Context: an optimization exercise on an open-source flow, tuned for small area, a short achievable clock period and few clock cycles per item. The choices shown serve that exercise and are no tape-out recipe.
The RTL was checked by simulation tests, not by an equivalence proof against the original design.

==> inputs of job 6189 <==
Design cnn_top, start of the top module:
module cnn_top (
    input  wire        clk,
    input  wire        reset,
    input  wire        start,
    output wire        done,
    input  wire        ld_we,
    input  wire [6:0]  ld_addr,
    input  wire [15:0] ld_data,
    input  wire [5:0]  rd_addr,
    output wire [15:0] rd_data
);
export LEC_CHECK = 0
export ABC_AREA = 1
export CAP_MARGIN = 20
export CORE_MARGIN = 2
export CORE_UTILIZATION = 40
export SLEW_MARGIN = 60
create_clock -name core_clock -period 20.0 [get_ports {clk}]
run.sh (not shown) runs the stock make flow with config.mk's settings and CLKGATE_MAP_FILE= SYNTH_SCRIPT=/design/flow/synth_recipe.tcl, a recipe that flattens the netlist after the stock synthesis.
==> job 1474: changes against job 6189 <==
--- a/flow/design.v
+++ b/flow/design.v
@@ -45,31 +45,32 @@
     endgenerate
     reg        act;          
     reg [17:0] pos;          
     reg [3:0]  fsel;         
     reg [3:0]  cf;           
     reg [3:0]  clean;        
     reg        running;      
+    reg        copy;         
     reg        v1, odd1, last1;    
     reg        v2, odd2, last2;    
     reg [3:0]  f1, f2;             
     wire pos_odd  = |(pos & 18'b10_1010_1010_1010_1010);
     wire abort    = act & |(inval & fsel);           
     wire task_end = act & pos[17] & ~abort;
     wire [3:0] pend = ({4{v1 & last1}} & f1) | ({4{v2 & last2}} & f2);
     wire [3:0] need = ~cf & ~pend & ~(act ? fsel : 4'd0);
     wire [3:0] pick = need & ~(need - 4'd1);         
     wire       fin  = v2 & last2 & odd2;             
-    wire       fire = (running | start) & (&cf);     
     always @(posedge clk) begin
         if (reset) begin
             act     <= 1'b0;
             pos     <= 18'd1;
             cf      <= 4'd0;
             running <= 1'b0;
+            copy    <= 1'b0;
             v1      <= 1'b0;
             v2      <= 1'b0;
             done    <= 1'b0;
         end else begin
             v1    <= act;
             odd1  <= pos_odd;
             last1 <= task_end;
@@ -89,67 +90,64 @@
                 end
             end else if (|need) begin
                 act  <= 1'b1;
                 pos  <= 18'd1;
                 fsel <= pick;
             end
             cf <= (cf & ~inval) | ({4{fin}} & f2 & clean & ~inval);
-            done <= fire;
-            if (fire)
-                running <= 1'b0;
-            else if (start)
+            copy <= 1'b0;
+            done <= copy;
+            if (start)
                 running <= 1'b1;
+            if ((running | start) & ~copy & (&cf)) begin
+                copy    <= 1'b1;
+                running <= 1'b0;
+            end
         end
     end
     always @(posedge clk)
         clean <= (clean | ({4{act & pos[0]}} & fsel)) & ~inval;
-    wire [2:0] prsel = {|pos[17:12], |pos[11:6], |pos[5:0]};    
-    wire [5:0] csel  = pos[17:12] | pos[11:6] | pos[5:0];         
-    reg [16*32-1:0] rows;                    
     reg [16*12-1:0] patch;
-    integer i, j, p, c, f, k, x;
+    integer i, j, p, c, f, k;
     always @* begin
-        rows = {16*32{1'b0}};
-        for (i = 0; i < 4; i = i + 1)
-            for (x = 0; x < 8; x = x + 1)
-                for (p = 0; p < 3; p = p + 1)
-                    rows[16*(i*8+x) +: 16] = rows[16*(i*8+x) +: 16] |
-                        ({16{prsel[p]}} & img[16*((2*p+i)*8 + x) +: 16]);
         patch = {16*12{1'b0}};
         for (i = 0; i < 4; i = i + 1)
             for (j = 0; j < 3; j = j + 1)
-                for (c = 0; c < 6; c = c + 1)
-                    patch[16*(i*3+j) +: 16] = patch[16*(i*3+j) +: 16] |
-                        ({16{csel[c]}} & rows[16*(i*8 + c + j) +: 16]);
+                for (p = 0; p < 3; p = p + 1)
+                    for (c = 0; c < 6; c = c + 1)
+                        patch[16*(i*3+j) +: 16] = patch[16*(i*3+j) +: 16] |
+                            ({16{pos[p*6+c]}} & img[16*((2*p+i)*8 + c + j) +: 16]);
     end
     reg [16*9-1:0] wsel;
     always @* begin
         wsel = {16*9{1'b0}};
         for (k = 0; k < 9; k = k + 1)
             for (f = 0; f < 4; f = f + 1)
                 wsel[16*k +: 16] = wsel[16*k +: 16] | ({16{fsel[f]}} & wt[16*(f*9 + k) +: 16]);
     end
-    reg [16*12-1:0] patch_r;
-    reg [16*9-1:0]  wsel_r;
-    always @(posedge clk) begin
-        patch_r <= patch;
-        wsel_r  <= wsel;
-    end
-    wire [71:0] bn, b1, b2;
+    wire [71:0] bn_c, b1_c, b2_c;
     generate
         for (gi = 0; gi < 9; gi = gi + 1) begin : g_benc
-            wire [16:0] x = {wsel_r[16*gi +: 16], 1'b0};
+            wire [16:0] x = {wsel[16*gi +: 16], 1'b0};
             for (gj = 0; gj < 8; gj = gj + 1) begin : g_d
-                assign bn[gi*8+gj] = x[2*gj+2];
-                assign b1[gi*8+gj] = x[2*gj+1] ^ x[2*gj];
-                assign b2[gi*8+gj] = (x[2*gj+2] & ~x[2*gj+1] & ~x[2*gj]) |
-                                     (~x[2*gj+2] & x[2*gj+1] & x[2*gj]);
+                assign bn_c[gi*8+gj] = x[2*gj+2];
+                assign b1_c[gi*8+gj] = x[2*gj+1] ^ x[2*gj];
+                assign b2_c[gi*8+gj] = (x[2*gj+2] & ~x[2*gj+1] & ~x[2*gj]) |
+                                       (~x[2*gj+2] & x[2*gj+1] & x[2*gj]);
             end
         end
     endgenerate
+    reg [16*12-1:0] patch_r;
+    reg [71:0]      bn, b1, b2;
+    always @(posedge clk) begin
+        patch_r <= patch;
+        bn      <= bn_c;
+        b1      <= b1_c;
+        b2      <= b2_c;
+    end
     wire [143:0] px0, px1;
     generate
         for (gi = 0; gi < 3; gi = gi + 1) begin : g_px
             for (gj = 0; gj < 3; gj = gj + 1) begin : g_pxc
                 assign px0[16*(gi*3+gj) +: 16] = patch_r[16*(gi*3+gj) +: 16];
                 assign px1[16*(gi*3+gj) +: 16] = patch_r[16*((gi+1)*3+gj) +: 16];
             end
@@ -179,15 +177,15 @@
             always @(posedge clk)
                 if (v2 && odd2 && f2[gi])
                     work[15*9*gi +: 15*9] <= {pooled, work[15*9*gi+15 +: 15*8]};
         end
     endgenerate
     reg [15*36-1:0] res;
     always @(posedge clk)
-        if (fire && !reset)
+        if (copy)
             res <= work;
     wire [7:0]  rd_lo;                       
     wire [4:0]  rd_hi;                       
     wire [35:0] rd_sel;
     generate
         for (gi = 0; gi < 8; gi = gi + 1) begin : g_rdlo
             assign rd_lo[gi] = (rd_addr[2:0] == gi);
Settings changed: SLEW_MARGIN 60 to 20.
==> comparison <==
- Of job 1474 and job 6189, job 1474 has the higher cell area (gap 1.7%, measured against job 6189).
- Between job 1474 and job 6189, the lower count of clock-buffer cells in the layout is in job 6189 (gap 26).
- Of job 6189 and job 1474, job 1474 has the higher via count (gap about 7%, measured against job 1474).
- Worst hold slack: job 1474 is higher than job 6189 (12 ps).
- Against job 6189, the die area of job 1474 is larger by 4.0%.
Testbench counts of job 6189, summed over its fixed seeds: cycles 19,224, jobs 128.
Testbench counts of job 1474, summed over its fixed seeds: cycles 19,352, jobs 128.

## static timing again, ports no longer ideal
No port has a modelled driver above. Below, the same layouts with a new extraction and two added sets of constraints.
Step 1: set_driving_cell puts a clkbuf_16 on clk and a buf_2 on each other input, an assumption about the parent block.
Step 2 times the ports against the registers' clock, not the clock port: input delays grow and output delays shrink by t, the midpoint of the rising clock arrivals with the driver on.
Slacks: no drivers / after step 1 / after step 2; pairs: no drivers / after step 1.
| run | shift t [ns] | setup slack, ns | worst setup path at the end | worst register clock-pin slew, ns | worst slew at a driven data input, ns |
|---|---|---|---|---|---|
| job 6189 | 1.130 | 8.377 / 8.350 / 8.350 | input to output | 0.08 / 0.08 | 0.10 |
| job 1474 | 1.202 | 8.271 / 8.240 / 8.240 | input to output | 0.08 / 0.08 | 0.16 |
After both steps setup and hold are still met in every run listed. For job 1474, which loses most, drivers alone change the setup slack by -0.031 ns; drivers and shift together by -0.031 ns.
